This is an optimization exercise on Yosys and OpenROAD, whose aim is small area, a short achievable clock period and few clock cycles, not a production implementation. Where RTL was checked, it was by simulation tests only, not by an equivalence proof against the original.

== P ==
Design mult, start of the top module:
module mult #(parameter XLEN = 32, parameter NUM_STAGE = 4)
(
    input clock, reset,
    input start,
    input [1:0] sign,
    input [XLEN-1:0] mcand, mplier,
    output [(2*XLEN)-1:0] product,
    output logic done
);
Size in the first run: roughly 360 flip-flops, about 0.033 sq mm of cells after synthesis.
Settings: LEC_CHECK=0, ABC_AREA=1, CAP_MARGIN=20, CORE_MARGIN=2, CORE_UTILIZATION=40, PLACE_DENSITY=0.6, SLEW_MARGIN=20, SYNTH_HIERARCHICAL=1; clock period 10.0 ns.
standard.sh (not shown) runs the stock make flow with config.mk's settings and CLKGATE_MAP_FILE= SYNTH_SCRIPT=/design/flow/synth_recipe.tcl, a recipe that flattens the netlist after the stock synthesis.
==> flow/flow/run.sh <==
#!/bin/bash
set -euo pipefail
bash standard.sh SETUP_SLACK_MARGIN=6.6 "BUFFER_PORTS_ARGS=-buffer_cell sky130_fd_sc_hd__buf_2" finish > flow_make.log 2>&1
P was carried through to the last stage, and its layout satisfied the timing, design-rule and antenna checks.
Here is what was changed in the inputs of Q compared with P.
Settings: CTS_CLUSTER_SIZE: unset -> 25; CTS_CLUSTER_DIAMETER: unset -> 150.
Results
- Each of the runs, namely Q and P, reached the end of the flow and came out clean.
- On clock period minus worst slack, P tracks Q almost exactly.
- | endpoint arrival time on the critical path | Q vs P | ≈ equal |
- Comparing P against Q, there is no change at all in count of hold buffers inserted by post-cts repair.
- There was hardly any difference in fmax between P and Q.
- Q against P; finished layout cell area is down by a few percent.
Changes in R relative to Q:
Settings: CTS_CLUSTER_DIAMETER: 150 -> 100; CTS_CLUSTER_SIZE: 25 -> 20.
==> comparison <==
Comparing Q and R, share of cell area taken by flip-flops and latches is lower on R. Total number of H-tree levels: Q vs R identical. Going from Q to R, average routed wire per standard cell now sits lower; maximum clock frequency now sits lower.
Function was not checked in any run of this note: the RTL went through the layout flow alone.

---

Another version of the RTL of mult (not shown whole).
For scale: roughly 3200 cells after synthesis, about 350 flip-flops, roughly 130 I/O pins, ~0.031 mm^2 of cells after synthesis.
==> flow/design.v (excerpt) <==
module mult #(parameter XLEN = 32, parameter NUM_STAGE = 4)
(
    input clock, reset,
    input start,
    input [1:0] sign,
    input [XLEN-1:0] mcand, mplier,
    output [(2*XLEN)-1:0] product,
    output logic done
);
export LEC_CHECK = 0
export ABC_AREA = 1
export CAP_MARGIN = 20
export CORE_MARGIN = 2
export CORE_UTILIZATION = 40
export CTS_BUF_LIST = sky130_fd_sc_hd__clkbuf_8
export CTS_CLUSTER_DIAMETER = 80
export CTS_CLUSTER_SIZE = 14
export PLACE_DENSITY = 0.6
export SLEW_MARGIN = 20
export SYNTH_HIERARCHICAL = 1
create_clock -name core_clock -period 10.0 [get_ports {clock}]
==> flow/flow/run.sh <==
#!/bin/bash
set -euo pipefail
bash standard.sh SETUP_SLACK_MARGIN=6.85 "BUFFER_PORTS_ARGS=-buffer_cell sky130_fd_sc_hd__buf_1" finish > flow_make.log 2>&1
Testbench counts at the start, summed over its fixed seeds: cycles 7,056.
Then changed:
- CTS_BUF_LIST: sky130_fd_sc_hd__clkbuf_8 -> default
- CTS_CLUSTER_DIAMETER: 80 -> 100
- CTS_CLUSTER_SIZE: 14 -> 20
Clock-buffer cell count shrinks by 14.
Via count shrinks slightly.
Non-clock buffer count shrinks by 4.
Cell area shrinks slightly.
Hold slack gets better by 0.0061 ns.
Routed wire length shrinks slightly.
Die area does not change.
Worst setup slack barely changes.
Critical path depth grows by 8.

---

Setup of pine:
Another version of the RTL of mult (not shown whole).
For scale: ~3200 cells after synthesis, roughly 130 I/O pins.
export LEC_CHECK = 0
export ABC_AREA = 1
export CAP_MARGIN = 20
export CORE_MARGIN = 2
export CORE_UTILIZATION = 40
export CTS_CLUSTER_DIAMETER = 100
export CTS_CLUSTER_SIZE = 20
export PLACE_DENSITY = 0.6
export SLEW_MARGIN = 20
export SYNTH_HIERARCHICAL = 1
create_clock -name core_clock -period 10.0 [get_ports {clock}]
==> flow/flow/run.sh <==
#!/bin/bash
set -euo pipefail
bash standard.sh SETUP_SLACK_MARGIN=6.75 "BUFFER_PORTS_ARGS=-buffer_cell sky130_fd_sc_hd__buf_2" finish > flow_make.log 2>&1
pine ran to completion and came out clean on the timing, design-rule and antenna checks.
Testbench counts of pine, summed over its fixed seeds: cycles 7,056.
Setup changes, pine to cedar
==> flow/flow/run.sh <==
#!/bin/bash
set -euo pipefail
bash standard.sh SETUP_SLACK_MARGIN=6.6 "BUFFER_PORTS_ARGS=-buffer_cell sky130_fd_sc_hd__buf_1" finish > flow_make.log 2>&1
Findings:
No run among cedar and pine stopped early or left any final violation; all are clean. pine tops out at a higher clock frequency than cedar. As far as share of synthesized area occupied by flip-flops and latches goes, pine and cedar are indistinguishable; the numbers are identical. Going from pine to cedar, initial detailed-routing violation count went up; number of placed cells counting well taps did not really move; setup slack after layout went down.

---

Another version of the RTL of mult (not shown whole).
Size: ~3800 cells after synthesis, ~390 flip-flops, roughly 130 I/O pins.
==> flow/config.mk <==
export PLATFORM = sky130hd
export DESIGN_NAME = mult
export DESIGN_NICKNAME = mult
export VERILOG_FILES = /design/flow/design.v
export SDC_FILE = /design/flow/constraint.sdc
export NUM_CORES = 4
export LEC_CHECK = 0
export ABC_AREA = 1
export CAP_MARGIN = 20
export CORE_MARGIN = 2
export CORE_UTILIZATION = 40
export PLACE_DENSITY = 0.6
export SLEW_MARGIN = 20
export SYNTH_HIERARCHICAL = 1
==> flow/constraint.sdc <==
create_clock -name core_clock -period 10.0 [get_ports {clock}]
set_input_delay 2.0000 -clock core_clock [delete_from_list [all_inputs] [get_ports {clock}]]
set_output_delay 2.0000 -clock core_clock [all_outputs]
set_load 0.01 [all_outputs]
==> flow/flow/run.sh <==
#!/bin/bash
set -euo pipefail
bash standard.sh SETUP_SLACK_MARGIN=6.6 finish > flow_make.log 2>&1
Testbench counts at the start, summed over its fixed seeds: cycles 7,056.
==> next run, changes <==
==> flow/flow/run.sh (replaced) <==
#!/bin/bash
set -euo pipefail
bash standard.sh SETUP_SLACK_MARGIN=6.6 "BUFFER_PORTS_ARGS=-buffer_cell sky130_fd_sc_hd__buf_2" finish > flow_make.log 2>&1
The new run finished with timing, DRC and antenna clean; worst setup slack improved by 15 ps; clock-buffer cell count came out lower by 2; final cell count came out higher by 0.34%; fmax came out higher by about 0.45%; final area came out lower by about 0.6%; register-to-register slack improved by 20 ps; first-iteration DRC count came out higher by 7.2%; die area stays the same.

---

01-14:
mult with an RTL version that a note above also has.
For scale: roughly 360 flip-flops, ~130 I/O pins, about 0.032 mm2 of cells after synthesis.
==> flow/config.mk <==
export PLATFORM = sky130hd
export DESIGN_NAME = mult
export DESIGN_NICKNAME = mult
export VERILOG_FILES = /design/flow/design.v
export SDC_FILE = /design/flow/constraint.sdc
export NUM_CORES = 4
export LEC_CHECK = 0
export ABC_AREA = 1
export CAP_MARGIN = 20
export CORE_MARGIN = 2
export CORE_UTILIZATION = 40
export CTS_CLUSTER_DIAMETER = 100
export CTS_CLUSTER_SIZE = 20
export PLACE_DENSITY = 0.6
export SLEW_MARGIN = 20
export SYNTH_HIERARCHICAL = 1
==> flow/constraint.sdc <==
create_clock -name core_clock -period 10.0 [get_ports {clock}]
set_input_delay 2.0000 -clock core_clock [delete_from_list [all_inputs] [get_ports {clock}]]
set_output_delay 2.0000 -clock core_clock [all_outputs]
set_load 0.01 [all_outputs]
==> flow/flow/run.sh <==
#!/bin/bash
set -euo pipefail
bash standard.sh SETUP_SLACK_MARGIN=6.7 "BUFFER_PORTS_ARGS=-buffer_cell sky130_fd_sc_hd__buf_1" finish > flow_make.log 2>&1
01-14: done, clean on timing, DRC and antenna
Testbench counts of 01-14, summed over its fixed seeds: cycles 7,056.
> inputs changed (01-14 -> 03-13)
==> flow/flow/run.sh <==
#!/bin/bash
set -euo pipefail
bash standard.sh SETUP_SLACK_MARGIN=6.6 "BUFFER_PORTS_ARGS=-buffer_cell sky130_fd_sc_hd__buf_2" finish > flow_make.log 2>&1
==> comparison <==
Area added between synthesis and finish in 03-13 is 2.7 points lower than in 01-14
Delta (03-13 minus 01-14): final setup slack of the worst path now sits lower, flip-flop and latch count after synthesis held steady, via count of the first global-routing pass -0.34%, critical path data arrival time moved up.
First-pass iteration count of the detailed router was higher in 03-13 than in 01-14.

---

## the reference run
Another version of the RTL of mult (not shown whole).
Size: about 3,200 cells after synthesis, roughly 350 flip-flops, ~130 I/O pins, ~32,000 um^2 of cells after synthesis.
clock: 10.0 ns
lec_check: 0
abc_area: 1
cap_margin: 20
core_margin: 2
core_utilization: 40
cts_cluster_diameter: 100
cts_cluster_size: 20
place_density: 0.6
slew_margin: 20
synth_hierarchical: 1
==> flow/flow/run.sh <==
#!/bin/bash
set -euo pipefail
bash standard.sh SETUP_SLACK_MARGIN=6.75 "BUFFER_PORTS_ARGS=-buffer_cell sky130_fd_sc_hd__buf_2" finish > flow_make.log 2>&1
Testbench counts of the reference run, summed over its fixed seeds: cycles 7,056.
For the trial run, these inputs were changed with respect to the reference run:
# the reference run
export LEC_CHECK = 0
export ABC_AREA = 1
export CAP_MARGIN = 20
export CORE_MARGIN = 2
export CORE_UTILIZATION = 40
export CTS_CLUSTER_DIAMETER = 100
export CTS_CLUSTER_SIZE = 20
export PLACE_DENSITY = 0.6
export SLEW_MARGIN = 20
export SYNTH_HIERARCHICAL = 1
create_clock -name core_clock -period 10.0 [get_ports {clock}]
# the trial run
export LEC_CHECK = 0
export ABC_AREA = 1
export CAP_MARGIN = 20
export CORE_MARGIN = 2
export CORE_UTILIZATION = 40
export CTS_CLUSTER_DIAMETER = 100
export CTS_CLUSTER_SIZE = 20
export PLACE_DENSITY = 0.6
export SLEW_MARGIN = 20
export SYNTH_HIERARCHICAL = 1
export TNS_END_PERCENT = 5
create_clock -name core_clock -period 10.0 [get_ports {clock}]
==> flow/flow/run.sh <==
#!/bin/bash
set -euo pipefail
bash standard.sh SETUP_SLACK_MARGIN=6.75 "BUFFER_PORTS_ARGS=-buffer_cell sky130_fd_sc_hd__buf_1" finish > flow_make.log 2>&1
From the reference run to the trial run the numbers moved as follows: fraction of area in clock buffers and inverters about even; design area fell about 2%. Summary of the trial run over the reference run: routability-driven placement congestion ratio went up by 1.7%, final number of hold-violating endpoints was more or less identical, highest clock frequency the design can meet went down by about 2.8%, share of the clock period used by the worst path went up by 0.94 points. In terms of post-synthesis share of cell area spent on xor and xnor gates, the trial run and the reference run differ only marginally.

---

run A:
Another version of the RTL of mult (not shown whole).
Size in the first run: about 3800 cells after synthesis, ~130 I/O pins, ~0.034 mm2 of cells after synthesis.
Design mult, start of the top module:
module mult #(parameter XLEN = 32, parameter NUM_STAGE = 4)
(
    input clock, reset,
    input start,
    input [1:0] sign,
    input [XLEN-1:0] mcand, mplier,
    output [(2*XLEN)-1:0] product,
    output logic done
);
Settings: LEC_CHECK=0, ABC_AREA=1, CAP_MARGIN=20, CORE_MARGIN=2, CORE_UTILIZATION=40, CTS_BUF_LIST=sky130_fd_sc_hd__clkbuf_4 sky130_fd_sc_hd__clkbuf_8, CTS_CLUSTER_SIZE=20, PLACE_DENSITY=0.6, SLEW_MARGIN=20, SYNTH_HIERARCHICAL=1; clock period 10.0 ns.
==> flow/flow/run.sh <==
#!/bin/bash
set -euo pipefail
bash standard.sh SETUP_SLACK_MARGIN=6.6 "BUFFER_PORTS_ARGS=-buffer_cell sky130_fd_sc_hd__buf_2" finish > flow_make.log 2>&1
Run A went all the way through the flow, and no timing, DRC or antenna check failed.
Input changes introduced in run B (baseline for comparison: run A):
# run A
export LEC_CHECK = 0
export ABC_AREA = 1
export CAP_MARGIN = 20
export CORE_MARGIN = 2
export CORE_UTILIZATION = 40
export CTS_BUF_LIST = sky130_fd_sc_hd__clkbuf_4 sky130_fd_sc_hd__clkbuf_8
export CTS_CLUSTER_SIZE = 20
export PLACE_DENSITY = 0.6
export SLEW_MARGIN = 20
export SYNTH_HIERARCHICAL = 1
create_clock -name core_clock -period 10.0 [get_ports {clock}]
# run B
export LEC_CHECK = 0
export ABC_AREA = 1
export CAP_MARGIN = 20
export CORE_MARGIN = 2
export CORE_UTILIZATION = 40
export CTS_BUF_LIST = sky130_fd_sc_hd__clkbuf_8
export CTS_CLUSTER_SIZE = 30
export PLACE_DENSITY = 0.6
export SLEW_MARGIN = 20
export SYNTH_HIERARCHICAL = 1
create_clock -name core_clock -period 10.0 [get_ports {clock}]
[summary]
Run B and run A ended up with roughly the same ratio of routed vias to standard cells. Run A → run B: met3 usage went down, total non-filler cell area in the finished layout did not really move, register-to-register slack did not really move, data arrival time of the critical path did not really move.
Function was not checked in any run of this note: the RTL went through the layout flow alone.

## static timing again, ports no longer ideal
The flow's constraints put no driver on any port. The routed layouts listed below were extracted and timed again, unchanged, in two steps.
Step 1 assumes that a clkbuf_16 drives the clock port and a buf_2 every other input.
Step 2 also shifts input and output timing later by t, the mid clock arrival at the registers, as if the neighbouring blocks saw the same clock.
Slacks: ideal ports / drivers / drivers and shift; pairs: ideal ports / drivers.
| run | shift t [ns] | setup WS [ns] | worst setup path at the end |
|---|---|---|---|
| P | 0.651 | 6.605 / 6.605 / 6.605 | register to register |
| Q | 0.635 | 6.608 / 6.608 / 6.608 | register to register |
| R | 0.657 | 6.570 / 6.570 / 6.570 | register to register |
| the first run of note 2 | 0.696 | 6.822 / 6.822 / 6.822 | register to register |
| the second run of note 2 | 0.639 | 6.824 / 6.824 / 6.824 | register to register |
| pine | 0.673 | 6.755 / 6.755 / 6.755 | register to register |
| cedar | 0.673 | 6.619 / 6.619 / 6.619 | register to register |
| the first run of note 4 | 0.669 | 6.614 / 6.614 / 6.614 | register to register |
| the second run of note 4 | 0.681 | 6.629 / 6.629 / 6.629 | register to register |
| 01-14 | 0.671 | 6.695 / 6.695 / 6.695 | register to register |
| 03-13 | 0.676 | 6.603 / 6.603 / 6.603 | register to register |
| the reference run | 0.665 | 6.728 / 6.728 / 6.728 | register to register |
| the trial run | 0.663 | 6.634 / 6.634 / 6.634 | register to register |
| run A | 0.738 | 6.633 / 6.633 / 6.633 | register to register |
| run B | 0.744 | 6.636 / 6.636 / 6.636 | register to register |
After both steps every run listed still meets setup and hold.
